Source: an optimization exercise on an open RTL-to-GDS flow (aim: small area, a short achievable clock period and few clock cycles per item). Production flows keep margins and buffers that such runs may drop. In this exercise RTL edits were held to simulation tests only and were not proved equivalent to the original. Power and IR drop assume default switching activity.

==> flow/design.v <==
`timescale 1ns / 1ps
module ksadd #(parameter W = 32, parameter L = 5) (   
	input [W-1:0] a,
	input [W-1:0] b,
	input ci,
	output [W-1:0] s,
	output co
	);
wire [W-1:0] p0 = a ^ b;
wire [W-1:0] g [0:L];
wire [W-1:0] p [0:L];
assign g[0] = (a & b) | {{(W-1){1'b0}}, p0[0] & ci};
assign p[0] = p0;
genvar l, i;
generate
	for (l = 0; l < L; l = l + 1) begin : lvl
		for (i = 0; i < W; i = i + 1) begin : bit_
			if (i >= (1 << l)) begin : m
				assign g[l+1][i] = g[l][i] | (p[l][i] & g[l][i-(1<<l)]);
				assign p[l+1][i] = p[l][i] & p[l][i-(1<<l)];
			end else begin : c
				assign g[l+1][i] = g[l][i];
				assign p[l+1][i] = p[l][i];
			end
		end
	end
endgenerate
wire [W:0] c = {g[L], ci};
assign s = p0 ^ c[W-1:0];
assign co = c[W];
endmodule
`timescale 1ns / 1ps
module register_bank(
	input clock,
	input we,
	input [4:0] wa,
	input [31:0] wd,
	input [31:1] sa,      
	input [4:0] rb,
	output reg [31:0] qa,
	output reg [31:0] qb
	);
reg [31:0] r [1:31];
genvar g;
generate
	for (g = 1; g < 32; g = g + 1) begin : wr
		always @(posedge clock)
			if (we && wa == g)
				r[g] <= wd;
	end
endgenerate
integer i;
always @* begin
	qa = 32'b0;
	qb = 32'b0;
	for (i = 1; i < 32; i = i + 1) begin
		qa = qa | ({32{sa[i]}} & r[i]);
		qb = qb | ({32{rb == i}} & r[i]);
	end
end
endmodule
`timescale 1ns / 1ps
module alu(
	input [31:0] a,
	input [31:0] bx,
	input sub,
	input sel_add,
	input sel_logic,
	input sel_shift,
	input sel_slt,
	input [1:0] lop,
	input sltu,
	input sleft,
	input sarith,
	input sfull,
	output [31:0] y
	);
wire [31:0] sum;
wire cout;
ksadd #(32) add (.a(a), .b(bx), .ci(sub), .s(sum), .co(cout));
wire [32:0] s33 = {cout, sum};
wire b31 = bx[31] ^ sub;
wire lt = sltu ? ~s33[32] : ((a[31] ^ b31) ? a[31] : s33[31]);
reg [31:0] lg;
always @* begin
	case (lop)
		2'b00: lg = a & bx;
		2'b01: lg = a | bx;
		2'b10: lg = a ^ bx;
		default: lg = ~(a | bx);
	endcase
end
wire fill = sarith & a[31];
wire big = sfull & (|bx[31:5]);
reg [31:0] xin, xrev;
integer k;
always @* begin
	for (k = 0; k < 32; k = k + 1)
		xin[k] = sleft ? a[31-k] : a[k];
end
wire [63:0] xs = {{32{fill}}, xin} >> bx[4:0];
always @* begin
	for (k = 0; k < 32; k = k + 1)
		xrev[k] = xs[31-k];
end
wire shr = sel_shift & ~sleft & ~big;
wire shl = sel_shift & sleft & ~big;
wire shf = sel_shift & big & fill;
assign y = ({32{sel_add}} & sum)
         | ({32{sel_logic}} & lg)
         | ({32{shr}} & xs[31:0])
         | ({32{shl}} & xrev)
         | {32{shf}}
         | {31'b0, sel_slt & lt};
endmodule
`timescale 1ns / 1ps
module MIPS_DLX(
	input clock,
	input reset,
	output [9:0] imem_addr,
	input [31:0] imem_data,
	output [9:0] dmem_addr,
	output [31:0] dmem_wdata,
	output dmem_we,
	input [31:0] dmem_rdata
	);
reg [9:0]  pc;
reg        d_v;             
reg [31:0] d_ir;
reg [31:1] d_sa;            
reg        d_lbyp;          
reg        d_bpa, d_bpb;    
reg        d_wen;           
reg [4:0]  d_wa;
reg        d_pt;            
reg        d_fuse;          
reg        d_azero;         
reg [9:0]  d_alt;           
reg        e_wen;
reg [4:0]  e_wa;
reg        e_load, e_store, e_br, e_bne, e_pt;
reg [9:0]  e_alt;
reg [9:0]  e_addr;          
reg [31:0] e_a;             
reg [31:0] e_b;             
reg        e_sub, e_sadd, e_slog, e_ssh, e_sslt, e_sltu, e_sleft, e_sarith, e_sfull;
reg [1:0]  e_lop;
wire [31:0] alu_y;
alu ALU (
	.a(e_a), .bx(e_b),
	.sub(e_sub), .sel_add(e_sadd), .sel_logic(e_slog), .sel_shift(e_ssh), .sel_slt(e_sslt),
	.lop(e_lop), .sltu(e_sltu), .sleft(e_sleft), .sarith(e_sarith), .sfull(e_sfull),
	.y(alu_y)
	);
assign dmem_addr  = e_addr;
assign dmem_wdata = e_b;
assign dmem_we    = e_store;
wire [31:0] e_res = alu_y | (dmem_rdata & {32{e_load}});
wire e_taken = e_bne ^ (e_a == e_b);
wire mispredict = e_br & (e_taken ^ e_pt);
wire d_redirect;
wire [5:0] op = d_ir[31:26];
wire [5:0] fn = d_ir[5:0];
wire d_rtype = ~op[5] & ~op[3] & ~op[2] & ~op[1];
wire d_br    = ~op[5] & ~op[3] &  op[2];
wire d_immal = ~op[5] &  op[3];
wire d_load  =  op[5] & ~op[3];
wire d_store =  op[5] &  op[3];
wire [31:0] rf_a0, rf_b;
register_bank RF (
	.clock(clock),
	.we(e_wen), .wa(e_wa), .wd(e_res),
	.sa(d_sa), .rb(d_ir[20:16]),
	.qa(rf_a0), .qb(rf_b)
	);
wire [31:0] rf_a = rf_a0 | ({32{d_lbyp}} & dmem_rdata);
wire byp_a = d_bpa & e_wen;
wire byp_b = d_bpb & e_wen;
wire stall = d_v & op[5] & byp_a & ~e_load;
wire go = d_v & ~stall & ~mispredict;
wire d_fuse_ok = d_v & d_immal & ~op[2] & ~op[1] & (d_ir[15:0] == 16'hffff) & d_wen & ~byp_a;
always @(posedge clock)
	d_azero <= (rf_a0 == 32'd1);
wire d_fpt = op[0] ^ d_azero;
assign d_redirect = d_v & d_fuse & (d_fpt ^ d_pt) & ~mispredict;
wire [31:0] d_a = ({32{byp_a}} & e_res) | ({32{~byp_a}} & rf_a);
wire d_useimm = d_immal | d_load;
wire d_sext = ~(d_immal & op[2]);
wire d_sub = d_rtype ? (fn[5] & fn[1] & (fn[3] | ~fn[2])) : (d_immal & ~op[2] & op[1]);
wire [31:0] d_imm = {{16{d_sext & d_ir[15]}}, d_ir[15:0]};
wire bpb_n = byp_b & ~d_useimm & ~d_sub;
wire bpb_i = byp_b & ~d_useimm & d_sub;
wire [31:0] d_b0 = ((d_useimm ? d_imm : rf_b) ^ {32{d_sub}}) & {32{~(byp_b & ~d_useimm)}};
wire [31:0] d_b = ({32{bpb_n}} & e_res) | ({32{bpb_i}} & ~e_res) | d_b0;
wire [9:0] d_addr;
ksadd #(10, 4) add_ad (.a(rf_a[9:0]), .b(d_ir[9:0]), .ci(1'b0), .s(d_addr), .co());
always @(posedge clock) begin
	if (reset) begin
		e_wen   <= 1'b0;
		e_load  <= 1'b0;
		e_store <= 1'b0;
		e_br    <= 1'b0;
	end else begin
		e_wen   <= go & d_wen;
		e_load  <= go & d_load;
		e_store <= go & d_store;
		e_br    <= go & d_br;
	end
end
always @(posedge clock) begin
	e_wa     <= d_wa;
	e_bne    <= op[0];
	e_pt     <= d_fuse ? d_fpt : d_pt;
	e_alt    <= d_redirect ? pc : d_alt;
	e_addr   <= d_addr;
	e_a      <= d_a;
	e_b      <= d_b;
	e_sub    <= d_sub;
	e_sadd   <= d_rtype ? (fn[5] & ~fn[3] & ~fn[2]) : (d_immal & ~op[2] & ~op[1]);
	e_slog   <= d_rtype ? (fn[5] & ~fn[3] & fn[2]) : (d_immal & op[2]);
	e_ssh    <= d_rtype & ~fn[5];
	e_sslt   <= d_rtype ? (fn[5] & fn[3]) : (d_immal & ~op[2] & op[1]);
	e_lop    <= d_rtype ? fn[1:0] : op[1:0];
	e_sltu   <= d_rtype & fn[0];
	e_sleft  <= ~fn[1];
	e_sarith <= fn[0];
	e_sfull  <= ~fn[2];
end
assign imem_addr = pc;
wire [31:0] ins = imem_data;
wire [5:0] f_op = ins[31:26];
wire [4:0] f_rs = ins[25:21];
wire [4:0] f_rt = ins[20:16];
wire [4:0] f_rd = ins[15:11];
wire f_rtype = ~f_op[5] & ~f_op[3] & ~f_op[2] & ~f_op[1];
wire f_j     = ~f_op[5] & ~f_op[3] & ~f_op[2] &  f_op[1];
wire f_br    = ~f_op[5] & ~f_op[3] &  f_op[2];
wire f_writes = f_rtype | (~f_op[5] & f_op[3]) | (f_op[5] & ~f_op[3]);
wire [4:0] f_wa = f_rtype ? f_rd : f_rt;
wire f_wen = f_writes & (f_wa != 5'd0);
wire [9:0] pc_inc = pc + 10'd1;
wire [9:0] pc_br;
ksadd #(10, 4) add_br (.a(pc), .b(ins[9:0]), .ci(1'b0), .s(pc_br), .co());
wire f_pt = ins[9] | (f_op[0] ^ (f_rs == f_rt));
wire f_lbyp = d_v & d_load & d_wen & (d_wa == f_rs);
reg [31:1] f_sa;
integer k;
always @* begin
	for (k = 1; k < 32; k = k + 1)
		f_sa[k] = (f_rs == k);
end
reg [9:0] pc_next;
always @* begin
	if (mispredict)            pc_next = e_alt;
	else if (d_redirect)       pc_next = d_alt;
	else if (stall)            pc_next = pc;
	else if (f_j)              pc_next = ins[9:0];
	else if (f_br & f_pt)      pc_next = pc_br;
	else                       pc_next = pc_inc;
end
always @(posedge clock) begin
	if (reset) begin
		pc  <= 10'd0;
		d_v <= 1'b0;
	end else begin
		pc <= pc_next;
		if (mispredict | d_redirect)
			d_v <= 1'b0;
		else if (!stall)
			d_v <= 1'b1;
	end
end
always @(posedge clock) begin
	if (!stall) begin
		d_ir  <= ins;
		d_sa  <= f_sa & ~{31{f_lbyp}};
		d_lbyp <= f_lbyp;
		d_bpa <= d_v & d_wen & (d_wa == f_rs);
		d_bpb <= d_v & d_wen & (d_wa == f_rt);
		d_wen <= f_wen;
		d_wa  <= f_wa;
		d_pt  <= f_pt;
		d_alt <= f_pt ? pc_inc : pc_br;
		d_fuse <= f_br & (f_rt == 5'd0) & (f_rs == d_wa) & d_fuse_ok;
	end
end
endmodule
==> flow/flow/run.sh <==
#!/bin/bash
set -euo pipefail
cd "$(dirname "$0")/.."
bash standard.sh SETUP_SLACK_MARGIN=5.4 finish > orfs_make.log 2>&1
==> flow/standard.sh <==
#!/bin/bash
# synth_recipe.tcl (not shown) runs the flow's synth.tcl, then flattens the netlist and writes it again
# the make line also repeats each setting of config.mk as NAME=value (left out here)
make -C /OpenROAD-flow-scripts/flow DESIGN_CONFIG=/design/flow/config.mk WORK_HOME=/design/flow/orfs CLKGATE_MAP_FILE= SYNTH_SCRIPT=/design/flow/synth_recipe.tcl "${@:-finish}"
==> flow/config.mk <==
export PLATFORM = sky130hd
export DESIGN_NAME = MIPS_DLX
export DESIGN_NICKNAME = MIPS_DLX
export VERILOG_FILES = /design/flow/design.v
export SDC_FILE = /design/flow/constraint.sdc
export NUM_CORES = 8
export LEC_CHECK = 0
export CAP_MARGIN = 20
export CORE_MARGIN = 2
export CORE_UTILIZATION = 40
export CTS_CLUSTER_DIAMETER = 100
export CTS_CLUSTER_SIZE = 20
export SETUP_SLACK_MARGIN = 5
export SLEW_MARGIN = 20
==> flow/constraint.sdc <==
create_clock -name core_clock -period 9.0 [get_ports {clock}]
set_input_delay 1.8000 -clock core_clock [delete_from_list [all_inputs] [get_ports {clock}]]
set_output_delay 1.8000 -clock core_clock [all_outputs]
set_load 0.01 [all_outputs]
==> Flow_metrics.wiki, run 1 <==
{| class="wikitable"
! Metric !! Value
|-
| Run status || complete, no violations
|-
| Cell Pwr Density || 196.0 mW/mm^2
|-
| Drt drc || 0
|-
| Net count of the mapped netlist || 4688
|-
| Critical Path RT || 9640 ps
|-
| Setup repair after global routing missed its margin || true
|-
| Most used flip-flop cell after synthesis || edfxtp_1
|-
| Instance count after placement with tap cells included || 6373
|-
| First-pass GRT wire length || 381200 um
|-
| Detail Placement HPWL || 157800 um
|-
| Worst-case clock buffer depth || 3
|-
| Worst Path Arrival || 4400 ps
|-
| Post-Synthesis Cell Area || 0.05621 mm^2
|-
| Final count of hold timing violations || 0
|-
| Core Box Area || 0.1395 mm^2
|-
| Worst Max-Slew Pin Slew || 1166 ps
|-
| Category of the most critical setup path || register to register
|-
| Timing-limited maximum frequency || 266.0 MHz
|-
| Yosys warning total || 6
|-
| Die width || 378.9 um
|-
| Peak ir drop on the vdd network || 148.3 uV
|-
| Most repeated library cell on the critical path || a21oi_2
|-
| Element type at the critical path start || register
|-
| Post-synthesis sequential area ratio || 0.6136
|-
| Clock tree skew after final layout || 38.51 ps
|-
| WL final || 286900 um
|-
| GRT Overall Usage || 0.3880
|-
| Distinct cell type count of the synthesized netlist || 76
|-
| Wire length on met3 || 50470 um
|-
| Capturing element type of the critical path || register
|-
| Average vias per placed instance || 7.469
|-
| Root cell of the clock tree || clkbuf_16
|-
| Final TNS setup || 0 ps
|-
| Ratio of cells with drive above 1 in the final layout || 0.1771
|-
| Number of maximum-capacitance violations || 0
|-
| Max Used Layer || met5
|-
| Total number of clock tree sinks || 1188
|-
| Effective utilization at floorplan || 0.4029
|-
| Vias in the first global route || 46130
|-
| Cell breakdown of the critical path || buf_12, buf_12, buf_4, a22oi_2, nand4_1, or4_4, a21o_1, ha_1, a21o_1, a21oi_2, o21bai_1, a21oi_2, nor2b_1, o21a_1, o21ai_1, nand2b_1, a21oi_2, xnor2_1
|-
| Number of buffers added by the clock tree synthesis step || 71
|-
| Cell type of the slowest stage on the worst timing path || or4_4
|-
| I/O pin cnt || 119
|-
| Die outline area || 0.1436 mm^2
|-
| Post-layout nets || 4899
|-
| Final Setup Violations || 0
|-
| Die outline height || 378.9 um
|-
| Area contributors post-synth || edfxtp_1, a22oi_1, dfxtp_1
|-
| Slew HR || 0.2227
|-
| Post-CTS Hold Fix Bufs || 0
|-
| CTS tree || done
|-
| Total routed wire length on the met1 layer || 90510 um
|-
| Final routed wire length divided by cell count || 43.01 um
|-
| Clock latency on the worst-skew pair || 740 ps
|-
| Congestion Overflow GR || 0
|-
| First-pass iteration count of the detailed router || 10
|-
| Shortest clock period the worst path allows after layout || 3760 ps
|-
| Count of H-tree levels built during CTS || 3
|-
| Top cell type's share of synthesized area || 0.5716
|-
| Cell type contributing the most total cell area after synthesis || edfxtp_1
|-
| Antenna violations before repair || 15
|-
| Slew Viols, Final || 0
|-
| Non-filler cells, final || 6671
|-
| Synthesis-to-finish area growth || 17.47%
|-
| Slowest Stage Delay on Critical Path || 520 ps
|-
| Total of flip-flops plus latches after synthesis || 1188
|-
| Count of nets left with antenna violations after detail routing || 0
|-
| Tightest Hold Check Type || register to register
|-
| CTS clock-pin slew for the worst setup and hold paths || 90 ps
|-
| Placement row count || 137
|-
| Final RePlAce weighted congestion || 1.014
|-
| Syn Area/Cell || 12.41 um^2
|-
| Biggest fanout along the worst timing path || 9
|-
| Count of input and output buffers || 117
|-
| Share of the clock period used by the worst path after layout || 0.4178
|-
| WL met2 || 116100 um
|-
| Number of flops mapped to enable cells by yosys || 1070
|-
| DRC violation total after the first TritonRoute iteration || 10140
|-
| Number of standard cells after synthesis || 4531
|-
| Pin count of the biggest net entering global routing || 66
|-
| Leakage power total || 0.02265 uW
|-
| Share of flip-flops with an asynchronous set or reset || 0
|-
| Via count || 49830
|}
[sequential cells by signal, indices dropped and copies added (netlist names), 2 cells and up]
register	cells
RF.r	992
e_a	32
e_b	32
d_sa	31
d_ir	26
d_alt	10
e_addr	10
e_alt	10
pc	10
d_wa	5
e_wa	5
e_lop	2
[cell usage in the layout (no fill, tap or decap), types with 76 or more instances in the layout]
| cell type | n |
|---|---|
| edfxtp_1 | 1070 |
| a22oi_1 | 799 |
| nand2_1 | 356 |
| buf_4 | 207 |
| nor2_1 | 160 |
| a21oi_1 | 154 |
| o21ai_0 | 133 |
| inv_1 | 131 |
| nand3_1 | 125 |
| clkdlybuf4s50_1 | 94 |
| a221oi_1 | 86 |
| nand4_1 | 78 |
| clkbuf_16 | 76 |
[cells by family (layout without fill, tap and decap cells)]
logic type               Yosys count  in the layout  share of synthesized area
AO/OA/AOI/OAI                   1537           1542                     0.1968
other                              0             19                          0
adder cells (fa/ha/maj)           91             91                    0.02079
flip-flops                      1188           1188                     0.6136
multiplexers                     128            128                    0.03644
XOR/XNOR                          97             97                    0.01511
buffers and inverters            457            694                    0.03170
AND/OR/NAND/NOR                 1033           1036                    0.08556
[final timing paths]
check | start | endpoint | slack (ps) | depth (start not counted)
max | d_sa[14]$_DFFE_PN_ | e_addr[9]$_DFF_P_ | 5240 | 18
min | e_alt[8]$_DFF_P_ | pc[8]$_SDFFE_PP0P_ | 440 | 2
max reg2reg | d_sa[14]$_DFFE_PN_ | e_addr[9]$_DFF_P_ | 5240 | 18
min reg2reg | e_alt[8]$_DFF_P_ | pc[8]$_SDFFE_PP0P_ | 440 | 2
[cell type report]
cell class / count / area [um^2]
fill: 12320 / 73490
sequential: 1188 / 34590
multi-input combinational: 2894 / 21860
timing repair buffer: 431 / 4476
tap: 1876 / 2347
clock buffer: 96 / 1892
inverter: 147 / 590.6
clock inverter: 11 / 165.2
timing repair inverter: 9 / 67.56
antenna: 19 / 47.55
[metal layers]
layer  track usage  vias up
met3        0.1832     1710
met1        0.4508    24010
met4        0.2988       12
met2        0.5510     5453
li1              -    18640
met5     0.0006861        -
[stage by stage]
stage	total power, uW	setup WS (ps)	area (um^2)	hold slack [ps]	util
floorplan	7926	5083	56560	385.4	-
global placement	8933	3495	60510	427.1	0.4337
detailed placement	8942	3423	60510	433.6	0.4337
CTS	12540	5242	64850	440.8	0.4648
global route	13170	5126	66000	463.9	0.4730
finish	12940	5240	66040	438.6	0.4733
[timing repair]
action / CTS / global route
endpoints found under the setup margin: 1124 / 576
resized for setup: 305 / 189
gates cloned: 20 / 11
buffers inserted: 92 / 49
pin swaps: 51 / 46
[cell usage after synthesis (all sizes together), types with 30 or more instances]
| cell type | instances |
|---|---|
| a21oi | 193 |
| a221oi | 101 |
| a222oi | 37 |
| a22o | 64 |
| a22oi | 802 |
| buf | 39 |
| clkbuf | 271 |
| dfxtp | 118 |
| edfxtp | 1070 |
| ha | 87 |
| inv | 145 |
| mux2 | 30 |
| mux2i | 44 |
| mux4 | 54 |
| nand2 | 365 |
| nand3 | 127 |
| nand4 | 78 |
| nor2 | 230 |
| nor3 | 67 |
| nor4 | 59 |
| o21ai | 163 |
| or4 | 37 |
| xnor2 | 78 |
[power by group]
group	switching, uW	internal [uW]	total, uW	leakage (uW)
sequential	209	6240	6440	0.0110
combinational	1930	1100	3020	0.0107
clock	1940	1530	3470	0.000995
total	4070	8870	12900	0.0226
[worst max-delay path, delay by kind of cell, from the launching register on]
family                     cells  cell delay [ps]
and+or+nand+nor                4              770
adders and majority gates      1              270
AOI/OAI and AO/OA              9             1470
buffers and inverters          3              570
DFF                            1              430
xor gates and xnor gates       1              140
Testbench counts, summed over its fixed seeds: cycles 129,100, instrs 122,234.
==> run 2, diff against run 1 <==
--- a/flow/design.v
+++ b/flow/design.v
@@ -29,34 +29,4 @@
 assign s = p0 ^ c[W-1:0];
 assign co = c[W];
-endmodule
-`timescale 1ns / 1ps
-module register_bank(
-	input clock,
-	input we,
-	input [4:0] wa,
-	input [31:0] wd,
-	input [31:1] sa,      
-	input [4:0] rb,
-	output reg [31:0] qa,
-	output reg [31:0] qb
-	);
-reg [31:0] r [1:31];
-genvar g;
-generate
-	for (g = 1; g < 32; g = g + 1) begin : wr
-		always @(posedge clock)
-			if (we && wa == g)
-				r[g] <= wd;
-	end
-endgenerate
-integer i;
-always @* begin
-	qa = 32'b0;
-	qb = 32'b0;
-	for (i = 1; i < 32; i = i + 1) begin
-		qa = qa | ({32{sa[i]}} & r[i]);
-		qb = qb | ({32{rb == i}} & r[i]);
-	end
-end
 endmodule
 `timescale 1ns / 1ps
@@ -167,21 +137,28 @@
 wire d_load  =  op[5] & ~op[3];
 wire d_store =  op[5] &  op[3];
-wire [31:0] rf_a0, rf_b;
-register_bank RF (
-	.clock(clock),
-	.we(e_wen), .wa(e_wa), .wd(e_res),
-	.sa(d_sa), .rb(d_ir[20:16]),
-	.qa(rf_a0), .qb(rf_b)
-	);
-wire [31:0] rf_a = rf_a0 | ({32{d_lbyp}} & dmem_rdata);
+reg [31:0] rf [1:31];
+genvar g;
+generate
+	for (g = 1; g < 32; g = g + 1) begin : wr
+		always @(posedge clock)
+			if (e_wen && e_wa == g)
+				rf[g] <= e_res;
+	end
+endgenerate
+reg [31:0] rf_a, rf_b;
+integer i;
+always @* begin
+	rf_a = 32'b0;
+	rf_b = 32'b0;
+	for (i = 1; i < 32; i = i + 1) begin
+		rf_a = rf_a | ({32{d_sa[i]}} & rf[i]);
+	rf_a = rf_a | ({32{d_lbyp}} & dmem_rdata);
+		rf_b = rf_b | ({32{d_ir[20:16] == i}} & rf[i]);
+	end
+end
 wire byp_a = d_bpa & e_wen;
 wire byp_b = d_bpb & e_wen;
 wire stall = d_v & op[5] & byp_a & ~e_load;
 wire go = d_v & ~stall & ~mispredict;
-wire d_fuse_ok = d_v & d_immal & ~op[2] & ~op[1] & (d_ir[15:0] == 16'hffff) & d_wen & ~byp_a;
-always @(posedge clock)
-	d_azero <= (rf_a0 == 32'd1);
-wire d_fpt = op[0] ^ d_azero;
-assign d_redirect = d_v & d_fuse & (d_fpt ^ d_pt) & ~mispredict;
 wire [31:0] d_a = ({32{byp_a}} & e_res) | ({32{~byp_a}} & rf_a);
 wire d_useimm = d_immal | d_load;
@@ -193,4 +170,9 @@
 wire [31:0] d_b0 = ((d_useimm ? d_imm : rf_b) ^ {32{d_sub}}) & {32{~(byp_b & ~d_useimm)}};
 wire [31:0] d_b = ({32{bpb_n}} & e_res) | ({32{bpb_i}} & ~e_res) | d_b0;
+wire d_addi = d_immal & ~op[2] & ~op[1];
+wire d_fuse_ok = d_v & d_addi & (d_ir[15:0] == 16'hffff) & d_wen & ~byp_a;
+wire d_addi_zero = (rf_a == 32'd1);
+wire d_fpt = op[0] ^ d_azero;
+assign d_redirect = d_v & d_fuse & (d_fpt ^ d_pt) & ~mispredict;
 wire [9:0] d_addr;
 ksadd #(10, 4) add_ad (.a(rf_a[9:0]), .b(d_ir[9:0]), .ci(1'b0), .s(d_addr), .co());
@@ -242,4 +224,5 @@
 wire [9:0] pc_br;
 ksadd #(10, 4) add_br (.a(pc), .b(ins[9:0]), .ci(1'b0), .s(pc_br), .co());
+wire f_fuse = f_br & (f_rt == 5'd0) & (f_rs == d_wa) & d_fuse_ok;
 wire f_pt = ins[9] | (f_op[0] ^ (f_rs == f_rt));
 wire f_lbyp = d_v & d_load & d_wen & (d_wa == f_rs);
@@ -271,4 +254,6 @@
 	end
 end
+always @(posedge clock)
+	d_azero <= d_addi_zero;
 always @(posedge clock) begin
 	if (!stall) begin
@@ -282,5 +267,5 @@
 		d_pt  <= f_pt;
 		d_alt <= f_pt ? pc_inc : pc_br;
-		d_fuse <= f_br & (f_rt == 5'd0) & (f_rs == d_wa) & d_fuse_ok;
+		d_fuse <= f_fuse;
 	end
 end
==> flow/flow/run.sh (replaced) <==
#!/bin/bash
set -euo pipefail
cd "$(dirname "$0")/.."
bash standard.sh SETUP_SLACK_MARGIN=5.55 finish > orfs_make.log 2>&1
==> Flow_metrics.wiki, run 2 <==
{| class="wikitable"
! Metric !! Value
|-
| Tightest Hold Check Type || register to register
|-
| Timing-limited maximum frequency || 262.9 MHz
|-
| Die width || 379.8 um
|-
| Average vias per placed instance || 7.614
|-
| Commonest non-fill, non-tap cell in the layout || edfxtp_1
|-
| Cell Pwr Density || 195.6 mW/mm^2
|-
| Highest-count cells in the layout ignoring fill and taps || edfxtp_1, a22oi_1, nand2_1
|-
| Worst Path Arrival || 4420 ps
|-
| Final TNS setup || 0 ps
|-
| Number of buffers added by the clock tree synthesis step || 69
|-
| Core Box Area || 0.1399 mm^2
|-
| Final Setup Violations || 0
|-
| Count of H-tree levels built during CTS || 3
|-
| Placement row count || 137
|-
| Slew Viols, Final || 0
|-
| Top cells by instance count after synthesis || edfxtp_1, a22oi_1, nand2_1
|-
| XOR/XNOR share of the synthesized area || 0.01489
|-
| Capturing element type of the critical path || register
|-
| Net count of the mapped netlist || 4682
|-
| Total of flip-flops plus latches after synthesis || 1188
|-
| CTS tree || done
|-
| Leakage power total || 0.02258 uW
|-
| Post-Synthesis Cell Area || 0.05648 mm^2
|-
| Cell class contributing the biggest share of worst-path delay || compound AO/OA/AOI/OAI gates
|-
| Proportion of synthesized area in mux cells || 0.04063
|-
| Yosys warning total || 5
|-
| Worst Max-Slew Pin Slew || 1439 ps
|-
| Final count of hold timing violations || 0
|-
| Via count || 50660
|-
| WL final || 294300 um
|-
| Worst-case clock buffer depth || 3
|-
| Area contributors post-synth || edfxtp_1, a22oi_1, dfxtp_1
|-
| Peak ir drop on the vdd network || 143.0 uV
|-
| Total design power || 13040 uW
|-
| Main combinational cell family by area after synthesis || compound AO/OA/AOI/OAI gates
|-
| Number of flops mapped to enable cells by yosys || 1070
|-
| Cell type contributing the most total cell area after synthesis || edfxtp_1
|-
| Slew HR || 0.04073
|-
| Biggest fanout along the worst timing path || 22
|-
| Worst slack, placed || 3381 ps
|-
| Vias in the first global route || 46080
|-
| Final setup slack of the worst path || 5196 ps
|-
| Cell type of the slowest stage on the worst timing path || or4_4
|-
| Element type at the critical path start || register
|-
| Fraction of the mapped netlist area in compound gates || 0.1950
|-
| Category of the most critical setup path || register to register
|-
| FF/Latch Area || 0.03466 mm^2
|-
| Congestion Overflow GR || 0
|-
| Final RePlAce weighted congestion || 0.9938
|-
| Max FFs per register || 992
|-
| DRC violation total after the first TritonRoute iteration || 11510
|-
| Share of flip-flops with an asynchronous set or reset || 0
|-
| Critical Path RT || 9620 ps
|-
| Count of nets left with antenna violations after detail routing || 0
|-
| Syn Area/Cell || 12.48 um^2
|-
| Slowest Stage Delay on Critical Path || 590 ps
|-
| Die outline area || 0.1442 mm^2
|-
| Root cell of the clock tree || clkbuf_16
|-
| Non-filler cells, final || 6654
|-
| Number of maximum-capacitance violations || 0
|-
| CTS clock-pin slew for the worst setup and hold paths || 90 ps
|-
| Clock latency on the worst-skew pair || 710 ps
|-
| Die outline height || 379.8 um
|-
| Pin count of the biggest net entering global routing || 81
|-
| Multi-input gate area in the final layout || 0.02291 mm^2
|-
| Synthesis-to-finish area growth || 18.10%
|-
| Share of the clock period used by the worst path after layout || 0.4226
|-
| Count of input and output buffers || 117
|-
| First-pass iteration count of the detailed router || 11
|-
| Clock tree skew after final layout || 41.54 ps
|-
| Largest registers || rf x992, e_a x32, e_b x32
|-
| Detail Placement HPWL || 154200 um
|-
| Run status || complete, no violations
|-
| Top-count cell post-synth || edfxtp_1
|-
| Share of synthesized cell area in full adder, half adder and majority cells || 0.02069
|-
| Top cell type's share of synthesized area || 0.5689
|-
| Distinct cell type count of the synthesized netlist || 86
|-
| Effective utilization at floorplan || 0.4038
|-
| Shortest clock period the worst path allows after layout || 3804 ps
|-
| Instance count after placement with tap cells included || 6356
|-
| Final routed wire length divided by cell count || 44.23 um
|-
| Setup repair after global routing missed its margin || true
|-
| GRT Overall Usage || 0.3895
|-
| Fill cell count || 12420
|-
| Number of standard cells after synthesis || 4525
|-
| Post-synthesis sequential area ratio || 0.6107
|-
| Total number of clock tree sinks || 1188
|-
| First-pass GRT wire length || 389000 um
|-
| Cell breakdown of the critical path || buf_4, buf_4, a22oi_1, nand3_1, or4_4, ha_4, fa_2, a21oi_2, nor2_2, nor2_2, o21bai_1, a21oi_2, o21bai_1, a21oi_1, xnor2_1
|-
| Most used flip-flop cell after synthesis || edfxtp_1
|-
| I/O pin cnt || 119
|-
| Worst hold slack || 467.6 ps
|-
| Number of buffer and inverter stages on the critical path || 2
|-
| Ratio of cells with drive above 1 in the final layout || 0.1980
|-
| Drt drc || 0
|-
| Synth Area in Simple Gates || 0.08803
|-
| Antenna violations before repair || 19
|-
| Most flops, register || rf
|-
| Post-layout nets || 4882
|}
==> run 2: changes by cell type after synthesis, sizes merged, moves of 19 or more <==
cell / delta
o21ai: -24
a222oi: -30
a22oi: +66
nand4: +40
a21oi: -35
nand3: -20
mux2: +49
inv: -19
nor2: -51
==> run 2: per-stage QoR <==
step,area [um^2],utilization
4_1_cts,65160,0.4658
5_1_grt,66660,0.4766
2_1_floorplan,56920,-
3_5_place_dp,60750,0.4343
3_3_place_gp,60750,0.4343
6_report,66700,0.4769
==> run 2: metal layers <==
metal  wire length, um  up-vias  track usage
li1                  -    18720            -
met1             94700    24460       0.4635
met2            117400     5760       0.5436
met3             53980     1697       0.1911
met4             27980       27       0.2829
met5               269        -            0
==> run 2: worst paths after layout <==
kind | slack (ps) | cells past startpoint | to | start
min | 470 | 2 | pc[0]$_SDFFE_PP0P_ | e_alt[0]$_DFF_P_
min reg2reg | 470 | 2 | pc[0]$_SDFFE_PP0P_ | e_alt[0]$_DFF_P_
max | 5200 | 15 | e_addr[8]$_DFF_P_ | d_sa[19]$_DFFE_PN_
max reg2reg | 5200 | 15 | e_addr[8]$_DFF_P_ | d_sa[19]$_DFFE_PN_
==> run 2: worst reg2reg max path: stages (launching register included) <==
cell and delay, ps:
edfxtp_1 380, buf_4 250, buf_4 450, a22oi_1 310, nand3_1 130, or4_4 590
ha_4 210, fa_2 370, a21oi_2 160, nor2_2 60, nor2_2 120, o21bai_1 110
a21oi_2 160, o21bai_1 90, a21oi_1 180, xnor2_1 160
==> run 2: cell type report <==
type / count / area share
clock inverter: 6 / 0.001125
antenna: 16 / 0.0006002
clock buffer: 102 / 0.02774
timing repair buffer: 418 / 0.06458
sequential: 1188 / 0.5196
inverter: 127 / 0.007747
multi-input combinational: 2921 / 0.3435
tap: 1876 / 0.03519
==> run 2: logic make-up after synthesis <==
kind of cell | after synthesis
compound gates | 1518
flops | 1188
simple gates | 1030
buf+inv | 435
mux | 167
xor+xnor | 96
fa+ha+maj | 91
==> run 2: power breakdown <==
part	internal, uW	switching, uW	leakage (uW)
clock network	1440	1880	0.000924
logic	1230	2020	0.0107
registers	6250	217	0.0110
total	8920	4120	0.0226
==> run 2: timing repair <==
item / in CTS / in global routing
gates resized for setup: 421 / 250
endpoints found under the setup margin: 1169 / 468
hold buffers: 0 / 0
pin swaps: 65 / 88
cloned: 25 / 12
setup buffers: 93 / 44
Testbench counts of run 2, summed over its fixed seeds: cycles 129,100, instrs 122,234.
==> run 3, diff against run 2 <==
==> flow/flow/run.sh (replaced) <==
#!/bin/bash
set -euo pipefail
cd "$(dirname "$0")/.."
bash standard.sh ADDER_MAP_FILE= SETUP_SLACK_MARGIN=5.4 finish > orfs_make.log 2>&1
==> Flow_metrics.wiki, run 3 <==
{| class="wikitable"
! Metric !! Value
|-
| Switching power summed over all nets || 3739 uW
|-
| Number of flops mapped to enable cells by yosys || 1070
|-
| Capturing element type of the critical path || register
|-
| Worst slack, placed || 3406 ps
|-
| Critical path launch point || imem_data[1]
|-
| Critical hold path startpoint || e_alt[3]$_DFF_P_
|-
| Commonest non-fill, non-tap cell in the layout || edfxtp_1
|-
| Net count of the mapped netlist || 4410
|-
| Worst Path Arrival || 4810 ps
|-
| Max FFs per register || 992
|-
| Final Setup Violations || 0
|-
| Most used flip-flop cell after synthesis || edfxtp_1
|-
| CTS tree || done
|-
| First-pass GRT wire length || 366300 um
|-
| Yosys warning total || 5
|-
| Final TNS setup || 0 ps
|-
| Post-CTS Hold Fix Bufs || 0
|-
| Tightest Hold Check Type || register to register
|-
| Share of flip-flops with an asynchronous set or reset || 0
|-
| Proportion of total power due to net switching || 0.3002
|-
| Layer with the highest usage after global routing || met2
|-
| Core Box Area || 0.1373 mm^2
|-
| Reg-to-Reg Start || d_sa[3]$_DFFE_PN_
|-
| Peak ir drop on the vdd network || 137.3 uV
|-
| Largest registers || rf x992, e_a x32, e_b x32
|-
| Pin count of the biggest net entering global routing || 73
|-
| Root cell of the clock tree || clkbuf_16
|-
| I/O pin cnt || 119
|-
| Drt drc || 0
|-
| Total of flip-flops plus latches after synthesis || 1188
|-
| Post-synthesis sequential area ratio || 0.6235
|-
| Setup repair after global routing missed its margin || true
|-
| Die outline area || 0.1413 mm^2
|-
| Power share of the clock group || 0.269
|-
| CTS clock-pin slew for the worst setup and hold paths || 90 ps
|-
| Number of maximum-capacitance violations || 0
|-
| Average vias per placed instance || 7.759
|-
| Count of H-tree levels built during CTS || 3
|-
| Die outline height || 375.9 um
|-
| Placement row count || 136
|-
| Met2 GRT Util || 0.5263
|-
| Element type at the critical path start || primary input
|-
| WL final || 276400 um
|-
| Shortest clock period the worst path allows after layout || 4233 ps
|-
| Cell type contributing the most total cell area after synthesis || edfxtp_1
|-
| Clock latency on the worst-skew pair || 710 ps
|-
| Area contributors post-synth || edfxtp_1, a22oi_1, dfxtp_1
|-
| Number of buffers added by the clock tree synthesis step || 69
|-
| Highest-count cells in the layout ignoring fill and taps || edfxtp_1, a22oi_1, nor2_1, a22o_1, a221oi_1
|-
| Clock tree skew after final layout || 40.52 ps
|-
| Leakage power total || 0.02063 uW
|-
| Total design power || 12460 uW
|-
| Count of input and output buffers || 117
|-
| Met3 Use GR || 0.1947
|-
| DRC violation total after the first TritonRoute iteration || 10660
|-
| Die width || 375.9 um
|-
| GRT Overall Usage || 0.3754
|-
| Slew HR || 0.1709
|-
| Pint || 8718 uW
|-
| Met1 track demand over resource || 0.4469
|-
| Synthesis-to-finish area growth || 14.98%
|-
| Post-Synthesis Cell Area || 0.05532 mm^2
|-
| Final RePlAce weighted congestion || 0.9938
|-
| Critical Path RT || 9570 ps
|-
| Congestion Overflow GR || 0
|-
| Worst hold slack || 477.6 ps
|-
| Most flops, register || rf
|-
| Worst-case clock buffer depth || 3
|-
| Final setup slack of the worst path || 4767 ps
|-
| Antenna violations before repair || 16
|-
| Post-layout utilization of the core || 0.4632
|-
| Final count of hold timing violations || 0
|-
| Ratio of cells with drive above 1 in the final layout || 0.1601
|-
| Combinational Power Share || 0.207
|-
| Detail Placement HPWL || 158100 um
|-
| First-pass iteration count of the detailed router || 12
|-
| Post-layout nets || 4495
|-
| Relative contribution of sequential cells to total power || 0.524
|-
| Syn Area/Cell || 12.73 um^2
|-
| Run status || complete, no violations
|-
| Final routed wire length divided by cell count || 44.11 um
|-
| Slew Viols, Final || 0
|-
| Worst Max-Slew Pin Slew || 1241 ps
|-
| Cell Pwr Density || 195.9 mW/mm^2
|-
| Number of standard cells after synthesis || 4344
|-
| Top cells by instance count after synthesis || edfxtp_1, a22oi_1, clkbuf_1
|-
| Vias in the first global route || 43730
|-
| Timing-limited maximum frequency || 236.2 MHz
|-
| Total number of clock tree sinks || 1188
|-
| Top-count cell post-synth || edfxtp_1
|-
| Share of the clock period used by the worst path after layout || 0.4703
|-
| Category of the most critical setup path || primary input to register
|-
| Top cell type's share of synthesized area || 0.5808
|-
| Via count || 48620
|-
| Count of nets left with antenna violations after detail routing || 0
|-
| Biggest fanout along the worst timing path || 3
|-
| Effective utilization at floorplan || 0.4028
|-
| Distinct cell type count of the synthesized netlist || 75
|}
==> run 3: metrics by stage <==
step / instances / cell area [um^2]
after global placement: 6061 / 59470
after detailed placement: 6063 / 59530
final: 6266 / 63600
after floorplan: 4344 / 55560
after global routing: 6254 / 63570
after CTS: 6210 / 62740
==> run 3: worst max-delay path, cell delays in order <==
cell and delay, ps:
buf_12 100, a22oi_2 260, o21ai_2 120, a31o_4 250
maj3_2 320, maj3_2 310, maj3_2 350, maj3_2 330
maj3_2 340, xor2_1 180, a21oi_2 150, mux2i_1 200
a211oi_1 80
==> run 3: kinds of logic after synthesis <==
group | after synthesis | synth area share
compound gates | 1514 | 0.2045
xor+xnor | 196 | 0.03103
fa+ha+maj | 26 | 0.004818
buf+inv | 391 | 0.02662
flops | 1188 | 0.6235
mux | 123 | 0.03006
simple gates | 906 | 0.07944
==> run 3: path summary, 6_finish.rpt <==
| kind | endpoint | slack (ps) | depth (start not counted) |
|---|---|---|---|
| setup / recovery | pc[9]$_SDFFE_PP0P_ | 4770 | 13 |
| hold / removal | pc[3]$_SDFFE_PP0P_ | 480 | 2 |
| setup reg to reg | e_addr[9]$_DFF_P_ | 5100 | 14 |
| hold reg to reg | pc[3]$_SDFFE_PP0P_ | 480 | 2 |
==> run 3: layer usage <==
layer | vias up | part of all wire
li1 | 17890 | -
met1 | 23480 | 0.32
met2 | 5534 | 0.40
met3 | 1696 | 0.18
met4 | 20 | 0.091
met5 | - | 0.0024
==> run 3: area by class of cell <==
| class | instances | area (um^2) |
|---|---|---|
| tap | 1794 | 2245 |
| clock buffer | 95 | 1888 |
| timing repair inverter | 4 | 30.03 |
| multi-input combinational | 2769 | 21040 |
| clock inverter | 6 | 81.33 |
| sequential | 1188 | 34620 |
| fill | 12070 | 73720 |
| timing repair buffer | 368 | 3551 |
| inverter | 29 | 121.4 |
| antenna | 13 | 32.53 |
==> run 3: power groups by stage <==
stage          Combinational [uW]  Clock [uW]  Sequential (uW)
4_1_cts                      2340        3320             6520
3_5_place_dp                 2090           0             6640
3_3_place_gp                 2080           0             6640
6_report                     2580        3350             6530
5_1_grt                      2650        3520             6540
2_1_floorplan                1360           0             6460
==> run 3: what timing repair did <==
| action | in CTS | in global routing |
|---|---|---|
| endpoints found under the setup margin | 767 | 291 |
| pin swaps | 39 | 53 |
| gates cloned | 8 | 5 |
| gates resized for setup | 261 | 137 |
| setup buffers | 38 | 36 |
==> run 4, diff against run 3 <==
==> flow/flow/run.sh (replaced) <==
#!/bin/bash
set -euo pipefail
cd "$(dirname "$0")/.."
bash standard.sh SETUP_SLACK_MARGIN=5.4 finish > orfs_make.log 2>&1
==> Flow_metrics.wiki, run 4 <==
{| class="wikitable"
! Metric !! Value
|-
| Post-CTS Hold Fix Bufs || 0
|-
| Run status || complete, no violations
|-
| First-pass iteration count of the detailed router || 10
|-
| Total design power || 12810 uW
|-
| Max FFs per register || 992
|-
| Top cell type's share of synthesized area || 0.5689
|-
| Net count of the mapped netlist || 4682
|-
| Post-synthesis sequential area ratio || 0.6107
|-
| Capturing element type of the critical path || register
|-
| Pin count of the biggest net entering global routing || 80
|-
| Root cell of the clock tree || clkbuf_16
|-
| Most repeated library cell on the critical path || a21oi_1
|-
| Post-layout nets || 4839
|-
| Die width || 379.8 um
|-
| Category of the most critical setup path || register to register
|-
| Share of the clock period used by the worst path after layout || 0.4209
|-
| Leakage power total || 0.02208 uW
|-
| Critical Path RT || 9600 ps
|-
| Fill cell count || 12430
|-
| Top cells by instance count after synthesis || edfxtp_1, a22oi_1, nand2_1
|-
| Clock tree skew after final layout || 42.33 ps
|-
| Count of input and output buffers || 117
|-
| Die outline height || 379.8 um
|-
| Core Box Area || 0.1399 mm^2
|-
| Most used flip-flop cell after synthesis || edfxtp_1
|-
| Cell class contributing the biggest share of worst-path delay || simple AND/OR/NAND/NOR gates
|-
| Ratio of cells with drive above 1 in the final layout || 0.1726
|-
| Final routed wire length divided by cell count || 44.04 um
|-
| Top-count cell post-synth || edfxtp_1
|-
| CTS tree || done
|-
| Multi-input gate area in the final layout || 0.02213 mm^2
|-
| Final count of hold timing violations || 0
|-
| Timing-limited maximum frequency || 264.0 MHz
|-
| Final setup slack of the worst path || 5212 ps
|-
| Highest-count cells in the layout ignoring fill and taps || edfxtp_1, a22oi_1, nand2_1
|-
| Cell breakdown of the critical path || nand3b_1, nor2_4, buf_6, a22oi_1, nand2_1, nor4_1, a21oi_1, a21oi_1, xnor2_1
|-
| Yosys warning total || 5
|-
| Worst Path Arrival || 4390 ps
|-
| Cell type of the slowest stage on the worst timing path || a21oi_1
|-
| Slew Viols, Final || 0
|-
| Antenna violations before repair || 23
|-
| Element type at the critical path start || register
|-
| Synthesis-to-finish area growth || 15.67%
|-
| Tightest Hold Check Type || register to register
|-
| Setup repair after global routing missed its margin || true
|-
| Commonest non-fill, non-tap cell in the layout || edfxtp_1
|-
| Number of standard cells after synthesis || 4525
|-
| Average vias per placed instance || 7.625
|-
| Syn Area/Cell || 12.48 um^2
|-
| Clock latency on the worst-skew pair || 740 ps
|-
| Number of buffers added by the clock tree synthesis step || 70
|-
| Shortest clock period the worst path allows after layout || 3788 ps
|-
| Count of H-tree levels built during CTS || 3
|-
| WL final || 291100 um
|-
| Slew HR || 0.2124
|-
| Vias in the first global route || 45620
|-
| Effective utilization at floorplan || 0.4038
|-
| Worst-case clock buffer depth || 3
|-
| Cell Pwr Density || 196.1 mW/mm^2
|-
| Total number of clock tree sinks || 1188
|-
| FF/Latch Area || 0.03461 mm^2
|-
| GRT Overall Usage || 0.3842
|-
| Area contributors post-synth || edfxtp_1, a22oi_1, dfxtp_1
|-
| I/O pin cnt || 119
|-
| DRC violation total after the first TritonRoute iteration || 11620
|-
| Largest registers || rf x992, e_a x32, e_b x32
|-
| Drt drc || 0
|-
| Final TNS setup || 0 ps
|-
| CTS clock-pin slew for the worst setup and hold paths || 90 ps
|-
| Via count || 50410
|-
| Congestion Overflow GR || 0
|-
| Number of maximum-capacitance violations || 0
|-
| Cell type contributing the most total cell area after synthesis || edfxtp_1
|-
| Count of nets left with antenna violations after detail routing || 0
|-
| Placement row count || 137
|-
| Peak ir drop on the vdd network || 159.3 uV
|-
| Worst Max-Slew Pin Slew || 1181 ps
|-
| Post-Synthesis Cell Area || 0.05648 mm^2
|-
| Total of flip-flops plus latches after synthesis || 1188
|-
| Final Setup Violations || 0
|-
| Number of flops mapped to enable cells by yosys || 1070
|-
| First-pass GRT wire length || 383600 um
|-
| Detail Placement HPWL || 158100 um
|-
| Share of flip-flops with an asynchronous set or reset || 0
|-
| Die outline area || 0.1442 mm^2
|-
| Biggest fanout along the worst timing path || 24
|-
| Slowest Stage Delay on Critical Path || 760 ps
|-
| Distinct cell type count of the synthesized netlist || 86
|-
| Final RePlAce weighted congestion || 1.018
|-
| Worst slack, placed || 3775 ps
|-
| Number of buffer and inverter stages on the critical path || 1
|-
| Most flops, register || rf
|}
-- run 4: worst register-to-register path, cell delays in order (launching register included) --
cell	delay, ps
edfxtp_1	520
nand3b_1	440
nor2_4	650
buf_6	590
a22oi_1	200
nand2_1	120
nor4_1	50
a21oi_1	760
a21oi_1	150
xnor2_1	170
-- run 4: final timing paths --
kind                       from                  to  slack [ps]  cells after the start
min reg2reg    e_alt[0]$_DFF_P_  pc[0]$_SDFFE_PP0P_         450                      2
max reg2reg  d_ir[18]$_DFFE_PN_     e_b[25]$_DFF_P_        5210                      9
max          d_ir[18]$_DFFE_PN_     e_b[25]$_DFF_P_        5210                      9
min            e_alt[0]$_DFF_P_  pc[0]$_SDFFE_PP0P_         450                      2
-- run 4: report_power, final --
| group | total [uW] | switching [uW] | internal, uW | leakage [uW] |
|---|---|---|---|---|
| combinational | 2960 | 1890 | 1070 | 0.0101 |
| sequential | 6460 | 211 | 6240 | 0.0110 |
| clock | 3400 | 1910 | 1480 | 0.000966 |
-- run 4: logic make-up (layout without fill, tap and decap cells) --
family | count (synthesis) | in the layout | synth area share
AOI/OAI and AO/OA | 1518 | 1524 | 0.1950
xor gates and xnor gates | 96 | 96 | 0.01489
adders and majority gates | 91 | 91 | 0.02069
buffers and inverters | 435 | 616 | 0.03004
DFF | 1188 | 1188 | 0.6107
muxes | 167 | 167 | 0.04063
other | 0 | 19 | 0
and+or+nand+nor | 1030 | 1034 | 0.08803
-- run 4: cell type report --
| class | count | share of cell area |
|---|---|---|
| Sequential cell | 1188 | 0.5297 |
| Multi-Input combinational cell | 2912 | 0.3387 |
| Timing Repair Buffer | 381 | 0.05636 |
| Tap cell | 1876 | 0.03593 |
| Clock buffer | 96 | 0.02863 |
| Inverter | 127 | 0.007737 |
| Clock inverter | 10 | 0.002068 |
| Antenna cell | 19 | 0.0007278 |
| Timing Repair inverter | 2 | 0.0001532 |
-- run 4: what timing repair did --
action                     4_1_cts  5_1_grt
resized for setup              227      190
pin swaps                       48       41
cloned                          14        7
buffers inserted                64       34
setup endpoints to repair     1072      357
-- run 4: layer usage --
metal / up-vias / part of all wire / track usage
met5: - / 0.0017 / 0.009259
li1: 18600 / - / -
met2: 5700 / 0.40 / 0.5455
met3: 1741 / 0.18 / 0.1829
met4: 28 / 0.092 / 0.2593
met1: 24340 / 0.32 / 0.4600
-- run 4: per-stage QoR --
stage	cells	area [um^2]	utilization	hold WS, ps
2_1_floorplan	4525	56770	-	385.4
3_5_place_dp	6367	60770	0.4344	443.8
4_1_cts	6551	64220	0.4591	455.4
3_3_place_gp	6366	60740	0.4343	432.0
5_1_grt	6592	65280	0.4667	483.8
6_report	6611	65330	0.4671	449.7
==> run 5, diff against run 4 <==
--- a/flow/design.v
+++ b/flow/design.v
@@ -104,10 +104,9 @@
 reg [4:0]  d_wa;
 reg        d_pt;            
-reg        d_fuse;          
-reg        d_azero;         
 reg [9:0]  d_alt;           
 reg        e_wen;
 reg [4:0]  e_wa;
 reg        e_load, e_store, e_br, e_bne, e_pt;
+reg        e_addi;          
 reg [9:0]  e_alt;
 reg [9:0]  e_addr;          
@@ -129,5 +128,16 @@
 wire e_taken = e_bne ^ (e_a == e_b);
 wire mispredict = e_br & (e_taken ^ e_pt);
-wire d_redirect;
+wire [31:0] o_x = e_a ^ e_b;
+wire [31:0] o_c = {e_a[30:1] | e_b[30:1], e_a[0] & e_b[0], 1'b1};
+wire e_one = e_addi & (o_x == o_c);
+reg [31:1] one_r;
+genvar go_;
+generate
+	for (go_ = 1; go_ < 32; go_ = go_ + 1) begin : one_w
+		always @(posedge clock)
+			if (e_wen && e_wa == go_)
+				one_r[go_] <= e_one;
+	end
+endgenerate
 wire [5:0] op = d_ir[31:26];
 wire [5:0] fn = d_ir[5:0];
@@ -146,15 +156,15 @@
 	end
 endgenerate
-reg [31:0] rf_a, rf_b;
+reg [31:0] rf_a0, rf_b;
 integer i;
 always @* begin
-	rf_a = 32'b0;
+	rf_a0 = 32'b0;
 	rf_b = 32'b0;
 	for (i = 1; i < 32; i = i + 1) begin
-		rf_a = rf_a | ({32{d_sa[i]}} & rf[i]);
-	rf_a = rf_a | ({32{d_lbyp}} & dmem_rdata);
+		rf_a0 = rf_a0 | ({32{d_sa[i]}} & rf[i]);
 		rf_b = rf_b | ({32{d_ir[20:16] == i}} & rf[i]);
 	end
 end
+wire [31:0] rf_a = rf_a0 | ({32{d_lbyp}} & dmem_rdata);
 wire byp_a = d_bpa & e_wen;
 wire byp_b = d_bpb & e_wen;
@@ -172,7 +182,5 @@
 wire d_addi = d_immal & ~op[2] & ~op[1];
 wire d_fuse_ok = d_v & d_addi & (d_ir[15:0] == 16'hffff) & d_wen & ~byp_a;
-wire d_addi_zero = (rf_a == 32'd1);
-wire d_fpt = op[0] ^ d_azero;
-assign d_redirect = d_v & d_fuse & (d_fpt ^ d_pt) & ~mispredict;
+wire d_addi_zero = |(d_sa & one_r);
 wire [9:0] d_addr;
 ksadd #(10, 4) add_ad (.a(rf_a[9:0]), .b(d_ir[9:0]), .ci(1'b0), .s(d_addr), .co());
@@ -193,6 +201,7 @@
 	e_wa     <= d_wa;
 	e_bne    <= op[0];
-	e_pt     <= d_fuse ? d_fpt : d_pt;
-	e_alt    <= d_redirect ? pc : d_alt;
+	e_addi   <= d_addi;
+	e_pt     <= d_pt;
+	e_alt    <= d_alt;
 	e_addr   <= d_addr;
 	e_a      <= d_a;
@@ -225,5 +234,6 @@
 ksadd #(10, 4) add_br (.a(pc), .b(ins[9:0]), .ci(1'b0), .s(pc_br), .co());
 wire f_fuse = f_br & (f_rt == 5'd0) & (f_rs == d_wa) & d_fuse_ok;
-wire f_pt = ins[9] | (f_op[0] ^ (f_rs == f_rt));
+wire f_pt_static = ins[9] | (f_op[0] ^ (f_rs == f_rt));
+wire f_pt = f_fuse ? (f_op[0] ^ d_addi_zero) : f_pt_static;
 wire f_lbyp = d_v & d_load & d_wen & (d_wa == f_rs);
 reg [31:1] f_sa;
@@ -236,5 +246,4 @@
 always @* begin
 	if (mispredict)            pc_next = e_alt;
-	else if (d_redirect)       pc_next = d_alt;
 	else if (stall)            pc_next = pc;
 	else if (f_j)              pc_next = ins[9:0];
@@ -248,5 +257,5 @@
 	end else begin
 		pc <= pc_next;
-		if (mispredict | d_redirect)
+		if (mispredict)
 			d_v <= 1'b0;
 		else if (!stall)
@@ -254,6 +263,4 @@
 	end
 end
-always @(posedge clock)
-	d_azero <= d_addi_zero;
 always @(posedge clock) begin
 	if (!stall) begin
@@ -267,5 +274,4 @@
 		d_pt  <= f_pt;
 		d_alt <= f_pt ? pc_inc : pc_br;
-		d_fuse <= f_fuse;
 	end
 end
==> Flow_metrics.wiki, run 5 <==
{| class="wikitable"
! Metric !! Value
|-
| Top cell type's share of synthesized area || 0.5746
|-
| Most flops, register || rf
|-
| Category of the most critical setup path || register to register
|-
| Via count || 51400
|-
| Ratio of cells with drive above 1 in the final layout || 0.1681
|-
| DRC violation total after the first TritonRoute iteration || 11900
|-
| CTS tree || done
|-
| Biggest fanout along the worst timing path || 27
|-
| Yosys warning total || 5
|-
| Final TNS setup || 0 ps
|-
| Highest-count cells in the layout ignoring fill and taps || edfxtp_1, a22oi_1, nand2_1
|-
| I/O pin cnt || 119
|-
| Final Setup Violations || 0
|-
| Cell type contributing the most total cell area after synthesis || edfxtp_1
|-
| Placement row count || 139
|-
| Critical hold path startpoint || d_alt[3]$_DFFE_PN_
|-
| Most used flip-flop cell after synthesis || edfxtp_1
|-
| Die outline area || 0.1468 mm^2
|-
| Depth of the worst register-to-register path || 9
|-
| Run status || complete, no violations
|-
| Average vias per placed instance || 7.602
|-
| WL final || 300400 um
|-
| Leakage power total || 0.02251 uW
|-
| Shortest clock period the worst path allows after layout || 3799 ps
|-
| Area contributors post-synth || edfxtp_1, a22oi_1, dfxtp_1
|-
| Commonest non-fill, non-tap cell in the layout || edfxtp_1
|-
| Effective utilization at floorplan || 0.4016
|-
| Top-count cell post-synth || edfxtp_1
|-
| Post-layout nets || 4947
|-
| Post-Synthesis Cell Area || 0.05748 mm^2
|-
| Worst min-delay path endpoint || e_alt[3]$_DFF_P_
|-
| Total number of clock tree sinks || 1218
|-
| Post-CTS Hold Fix Bufs || 0
|-
| Syn Area/Cell || 12.42 um^2
|-
| Critical Path RT || 9530 ps
|-
| Core Box Area || 0.1431 mm^2
|-
| Congestion Overflow GR || 0
|-
| Top cells by instance count after synthesis || edfxtp_1, a22oi_1, nand2_1
|-
| Max FFs per register || 992
|-
| Drt drc || 0
|-
| First-pass iteration count of the detailed router || 10
|-
| Capturing element type of the critical path || register
|-
| Count of H-tree levels built during CTS || 3
|-
| Count of input and output buffers || 117
|-
| GRT Overall Usage || 0.3939
|-
| Hold path depth || 0
|-
| Final RePlAce weighted congestion || 1.006
|-
| Worst flop-to-flop path endpoint || e_b[12]$_DFF_P_
|-
| Reg-to-Reg Start || d_ir[18]$_DFFE_PN_
|-
| Number of standard cells after synthesis || 4630
|-
| FF/Latch Area || 0.03551 mm^2
|-
| Cell Pwr Density || 200.3 mW/mm^2
|-
| Root cell of the clock tree || clkbuf_16
|-
| Antenna violations before repair || 26
|-
| CTS clock-pin slew for the worst setup and hold paths || 90 ps
|-
| Die width || 383.1 um
|-
| Pin count of the biggest net entering global routing || 69
|-
| Clock latency on the worst-skew pair || 700 ps
|-
| First-pass GRT wire length || 397700 um
|-
| Vias in the first global route || 47430
|-
| Area of placed instances || 0.06163 mm^2
|-
| Total of flip-flops plus latches after synthesis || 1218
|-
| Number of buffers added by the clock tree synthesis step || 71
|-
| Distinct cell type count of the synthesized netlist || 81
|-
| Element type at the critical path start || register
|-
| Clock tree skew after final layout || 41.07 ps
|-
| Final routed wire length divided by cell count || 44.43 um
|-
| Largest registers || rf x992, e_a x32, e_b x32
|-
| Post-synthesis sequential area ratio || 0.6157
|-
| Final count of hold timing violations || 0
|-
| Minimum setup slack among reg-to-reg paths || 5200 ps
|-
| Slew HR || 0.1623
|-
| Number of flops mapped to enable cells by yosys || 1100
|-
| Worst Max-Slew Pin Slew || 1256 ps
|-
| Share of flip-flops with an asynchronous set or reset || 0
|-
| Setup repair after global routing missed its margin || true
|-
| Die outline height || 383.1 um
|-
| Non-Filler Cell Area, Final || 0.06678 mm^2
|-
| Timing-limited maximum frequency || 263.2 MHz
|-
| Number of maximum-capacitance violations || 0
|-
| Tightest Hold Check Type || register to register
|-
| Fill cell count || 12590
|-
| Worst-case clock buffer depth || 3
|-
| Synthesis-to-finish area growth || 16.18%
|-
| Net count of the mapped netlist || 4787
|-
| Share of the clock period used by the worst path after layout || 0.4221
|-
| Multi-input gate area in the final layout || 0.02222 mm^2
|-
| Count of nets left with antenna violations after detail routing || 0
|-
| Detail Placement HPWL || 163200 um
|-
| Slew Viols, Final || 0
|-
| Peak ir drop on the vdd network || 158.9 uV
|-
| Worst Path Arrival || 4330 ps
|}
run 5: cell types whose count changed after synthesis, moves of 14 or more:
cell / previous run / this run
a21oi_1: 157 / 200
a221oi_1: 101 / 79
a222oi_1: 7 / 29
buf_1: 13 / 43
clkbuf_1: 281 / 267
edfxtp_1: 1070 / 1100
mux2_2: 71 / 25
nor2_1: 179 / 223
nor4_1: 59 / 78
or4_1: 41 / 16
xnor2_1: 74 / 93
run 5: timing repair:
item | in CTS | in global routing
resized for setup | 360 | 164
setup endpoints to repair | 1093 | 574
pin swaps | 68 | 67
cloned | 30 | 8
buffers inserted | 59 | 46
run 5: worst max path at each step:
| stage | start | endpoint | slack, ps | cells past startpoint |
|---|---|---|---|---|
| after floorplan | imem_data[29] | pc[7]$_SDFFE_PP0P_ | 5080 | 10 |
| after global placement | dmem_rdata[0] | e_addr[8]$_DFF_P_ | 3810 | 14 |
| after detailed placement | e_b[1]$_DFF_P_ | rf[21][25]$_DFFE_PP_ | 3780 | 11 |
| after CTS | e_b[23]$_DFF_P_ | e_a[21]$_DFF_P_ | 5290 | 10 |
| after global routing | imem_data[16] | pc[0]$_SDFFE_PP0P_ | 5270 | 11 |
| final | d_ir[18]$_DFFE_PN_ | e_b[12]$_DFF_P_ | 5200 | 9 |
run 5: final cells by class:
cell class              instances  share of cell area
multi-input cells            2962              0.3328
clock buffers                 120             0.03095
repair inverters               19            0.002098
inverters                     136            0.008431
flip-flops and latches       1218              0.5317
well taps                    1903             0.03565
clock inverters                 5            0.001199
diodes                         16           0.0005995
repair buffers                382             0.05664
run 5: where the power goes:
group          leakage (uW)  total [uW]  internal, uW  switching, uW
registers            0.0113        6630          6400            235
clock network       0.00103        3560          1620           1940
logic                0.0102        3190          1170           2020
total                0.0225       13400          9180           4190
run 5: logic make-up (layout without fill, tap and decap cells):
| kind of cell | Yosys count | count (layout) | share of synthesized area |
|---|---|---|---|
| other cells | 0 | 16 | 0 |
| xor+xnor | 127 | 127 | 0.01935 |
| mux | 119 | 119 | 0.03152 |
| simple gates | 1052 | 1056 | 0.08661 |
| compound gates | 1562 | 1569 | 0.1957 |
| buf+inv | 461 | 662 | 0.03080 |
| fa+ha+maj | 91 | 91 | 0.02033 |
| flops | 1218 | 1218 | 0.6157 |
run 5: critical path, stage by stage (launching register included):
cell      delay, ps
edfxtp_1        540
or3b_2          650
nor2_4          400
buf_6           590
a22oi_1         140
nand4_1         140
nor3_1          100
a221oi_1        530
a21oi_1         120
xnor2_1         380
run 5: per-layer routing:
layer,track usage,part of all wire,wire length [um],vias to the layer above
met4,0.2849,0.097,29000,32
met5,0.002315,0.0012,357,-
met2,0.5413,0.39,117500,6047
met1,0.4822,0.33,97940,24590
li1,-,-,-,18920
met3,0.1838,0.19,55620,1805
run 5: per-stage QoR:
stage / hold slack (ps) / std cells / util / setup slack [ps] / power, uW
after floorplan: 323.3 / 4630 / - / 5081 / 8130
after global placement: 326.6 / 6477 / 0.4306 / 3810 / 9209
after detailed placement: 328.1 / 6477 / 0.4306 / 3781 / 9215
after CTS: 348.7 / 6691 / 0.4592 / 5285 / 12990
after global routing: 356.7 / 6746 / 0.4663 / 5271 / 13620
final: 346.8 / 6761 / 0.4666 / 5201 / 13380
Testbench counts of run 5, summed over its fixed seeds: cycles 125,917, instrs 122,234.
==> run 6, diff against run 5 <==
--- a/flow/config.mk
+++ b/flow/config.mk
@@ -11,4 +11,5 @@
 export CTS_CLUSTER_DIAMETER = 100
 export CTS_CLUSTER_SIZE = 20
+export PLACE_DENSITY = 0.7
 export SETUP_SLACK_MARGIN = 5
 export SLEW_MARGIN = 20
==> Flow_metrics.wiki, run 6 <==
{| class="wikitable"
! Metric !! Value
|-
| Run status || complete, no violations
|-
| Number of maximum-capacitance violations || 0
|-
| Number of flops mapped to enable cells by yosys || 1100
|-
| Slew HR || 0.2070
|-
| Final count of hold timing violations || 0
|-
| Biggest fanout along the worst timing path || 17
|-
| Average vias per placed instance || 7.796
|-
| Fill cell count || 12470
|-
| Count of H-tree levels built during CTS || 3
|-
| Core Box Area || 0.1431 mm^2
|-
| Setup repair after global routing missed its margin || true
|-
| First-pass GRT wire length || 380400 um
|-
| Multi-input gate area in the final layout || 0.02223 mm^2
|-
| GRT Overall Usage || 0.3736
|-
| Syn Area/Cell || 12.42 um^2
|-
| Commonest non-fill, non-tap cell in the layout || edfxtp_1
|-
| Top-count cell post-synth || edfxtp_1
|-
| Non-Filler Cell Area, Final || 0.06663 mm^2
|-
| FF/Latch Area || 0.03548 mm^2
|-
| Final RePlAce weighted congestion || 1.042
|-
| Root cell of the clock tree || clkbuf_16
|-
| Capturing element type of the critical path || register
|-
| Slowest Stage Delay on Critical Path || 430 ps
|-
| Proportion of total power due to net switching || 0.3112
|-
| Shortest clock period the worst path allows after layout || 3860 ps
|-
| Cell breakdown of the critical path || buf_12, fa_2, inv_2, fa_2, nand2b_4, a21oi_4, o21ai_4, a2111o_1, buf_6, buf_4, nand3_2, a31o_4, nor2_1, a21oi_4
|-
| Slew Viols, Final || 0
|-
| Power share of the clock group || 0.261
|-
| Cell type of the slowest stage on the worst timing path || a2111o_1
|-
| Ratio of cells with drive above 1 in the final layout || 0.1689
|-
| Area contributors post-synth || edfxtp_1, a22oi_1, dfxtp_1
|-
| Leakage power total || 0.02250 uW
|-
| Final Setup Violations || 0
|-
| Yosys warning total || 5
|-
| Peak ir drop on the vdd network || 139.1 uV
|-
| CTS tree || done
|-
| Antenna violations before repair || 19
|-
| Final routed wire length divided by cell count || 42.42 um
|-
| Clock tree skew after final layout || 44.47 ps
|-
| Distinct cell type count of the synthesized netlist || 81
|-
| Share of flip-flops with an asynchronous set or reset || 0
|-
| Share of the clock period used by the worst path after layout || 0.4289
|-
| CTS clock-pin slew for the worst setup and hold paths || 90 ps
|-
| Category of the most critical setup path || register to register
|-
| Highest-count cells in the layout ignoring fill and taps || edfxtp_1, a22oi_1, nand2_1
|-
| Most used flip-flop cell after synthesis || edfxtp_1
|-
| Pin count of the biggest net entering global routing || 71
|-
| Clock latency on the worst-skew pair || 690 ps
|-
| Number of buffers added by the clock tree synthesis step || 71
|-
| I/O pin cnt || 119
|-
| First-pass iteration count of the detailed router || 15
|-
| Timing-limited maximum frequency || 259.0 MHz
|-
| Tightest Hold Check Type || register to register
|-
| Pint || 9046 uW
|-
| Congestion Overflow GR || 0
|-
| Number of standard cells after synthesis || 4630
|-
| Total of flip-flops plus latches after synthesis || 1218
|-
| Drt drc || 0
|-
| Cell Pwr Density || 197.1 mW/mm^2
|-
| Area of placed instances || 0.06171 mm^2
|-
| Post-synthesis sequential area ratio || 0.6157
|-
| Critical Path RT || 9540 ps
|-
| Worst Path Arrival || 4400 ps
|-
| Worst Max-Slew Pin Slew || 1179 ps
|-
| Die outline area || 0.1468 mm^2
|-
| Element type at the critical path start || register
|-
| Top cells by instance count after synthesis || edfxtp_1, a22oi_1, nand2_1
|-
| Via count || 52800
|-
| Switching power summed over all nets || 4087 uW
|-
| Final TNS setup || 0 ps
|-
| Die width || 383.1 um
|}
==> run 6: cell count changes in the layout (fill, tap and decap cells not counted), moves of 4 or more <==
cell / delta
buf_4: +23
diode_2: +16
buf_6: -10
dfxtp_4: -9
clkbuf_1: -8
a21oi_2: -5
dfxtp_1: +5
ha_2: +5
xnor2_1: -5
xnor2_2: +5
a21oi_1: +4
clkinvlp_4: +4
dfxtp_2: +4
mux2i_1: +4
==> run 6: layout make-up <==
| cell class | instances | area share |
|---|---|---|
| Antenna cell | 32 | 0.001202 |
| Tap cell | 1903 | 0.03573 |
| Sequential cell | 1218 | 0.5324 |
| Clock inverter | 5 | 0.0008826 |
| Timing Repair inverter | 22 | 0.002404 |
| Timing Repair Buffer | 387 | 0.05521 |
| Clock buffer | 110 | 0.02982 |
| Multi-Input combinational cell | 2960 | 0.3337 |
| Inverter | 136 | 0.008638 |
==> run 6: repair_timing <==
action                                  in CTS  in global routing
pin swaps                                   65                 68
cloned                                      28                  7
endpoints found under the setup margin    1150                567
buffers inserted                            59                 45
gates resized for setup                    319                190
hold buffers                                 0                  0
==> run 6: logic make-up (layout without fill, tap and decap cells) <==
| group | after synthesis | count (layout) | share of synthesized area |
|---|---|---|---|
| xor+xnor | 127 | 127 | 0.01935 |
| simple gates | 1052 | 1054 | 0.08661 |
| other cells | 0 | 32 | 0 |
| fa+ha+maj | 91 | 91 | 0.02033 |
| mux | 119 | 119 | 0.03152 |
| compound gates | 1562 | 1569 | 0.1957 |
| flops | 1218 | 1218 | 0.6157 |
| buf+inv | 461 | 660 | 0.03080 |
==> run 6: routing by layer <==
layer | vias up | wire length, um | part of all wire | GRT usage
met5 | - | 1432 | 0.0050 | 0.05985
met4 | 46 | 32190 | 0.11 | 0.2842
met3 | 2236 | 58520 | 0.20 | 0.2250
met2 | 6937 | 107500 | 0.37 | 0.4930
met1 | 24650 | 87680 | 0.31 | 0.4310
li1 | 18930 | - | - | -
==> run 6: power by group through the flow <==
| stage | Clock [uW] | Sequential [uW] | Combinational [uW] |
|---|---|---|---|
| floorplan | 0 | 6620 | 1510 |
| global placement | 0 | 6710 | 2430 |
| detailed placement | 0 | 6720 | 2440 |
| CTS | 3370 | 6590 | 2760 |
| global route | 3580 | 6610 | 3150 |
| finish | 3430 | 6620 | 3080 |
==> run 6: critical path, delay by kind of cell, from the launching register on <==
kind / cells / cell delay, ps
buffers and inverters: 4 / 490
flip-flops: 1 / 410
AO/OA/AOI/OAI: 5 / 1560
AND/OR/NAND/NOR: 3 / 520
adder cells (fa/ha/maj): 2 / 670
==> run 6: through the flow <==
step,cells,setup WS (ps),total power (uW),hold slack (ps),util
floorplan,4630,5081,8130,323.3,-
global placement,6487,3590,9147,324.1,0.4310
detailed placement,6487,3567,9162,326.9,0.4311
CTS,6689,5311,12720,346.8,0.4573
global route,6749,5247,13340,357.4,0.4651
finish,6773,5140,13130,345.6,0.4655
==> run 6: path summary, 6_finish.rpt <==
check	from	endpoint	slack [ps]	cells past startpoint
worst max-delay path	e_b[0]$_DFF_P_	e_a[22]$_DFF_P_	5140	14
worst min-delay path	d_alt[1]$_DFFE_PN_	e_alt[1]$_DFF_P_	350	0
worst max register to register	e_b[0]$_DFF_P_	e_a[22]$_DFF_P_	5140	14
worst min register to register	d_alt[1]$_DFFE_PN_	e_alt[1]$_DFF_P_	350	0

Re-timed with assumed drivers on the ports (clkbuf_16 on the clock, buf_2 on other inputs), run 6 has 5.140 ns of setup slack against 5.140 ns with ideal ports, and 4.631 ns once port delays also move by the mid clock arrival of 0.758 ns.
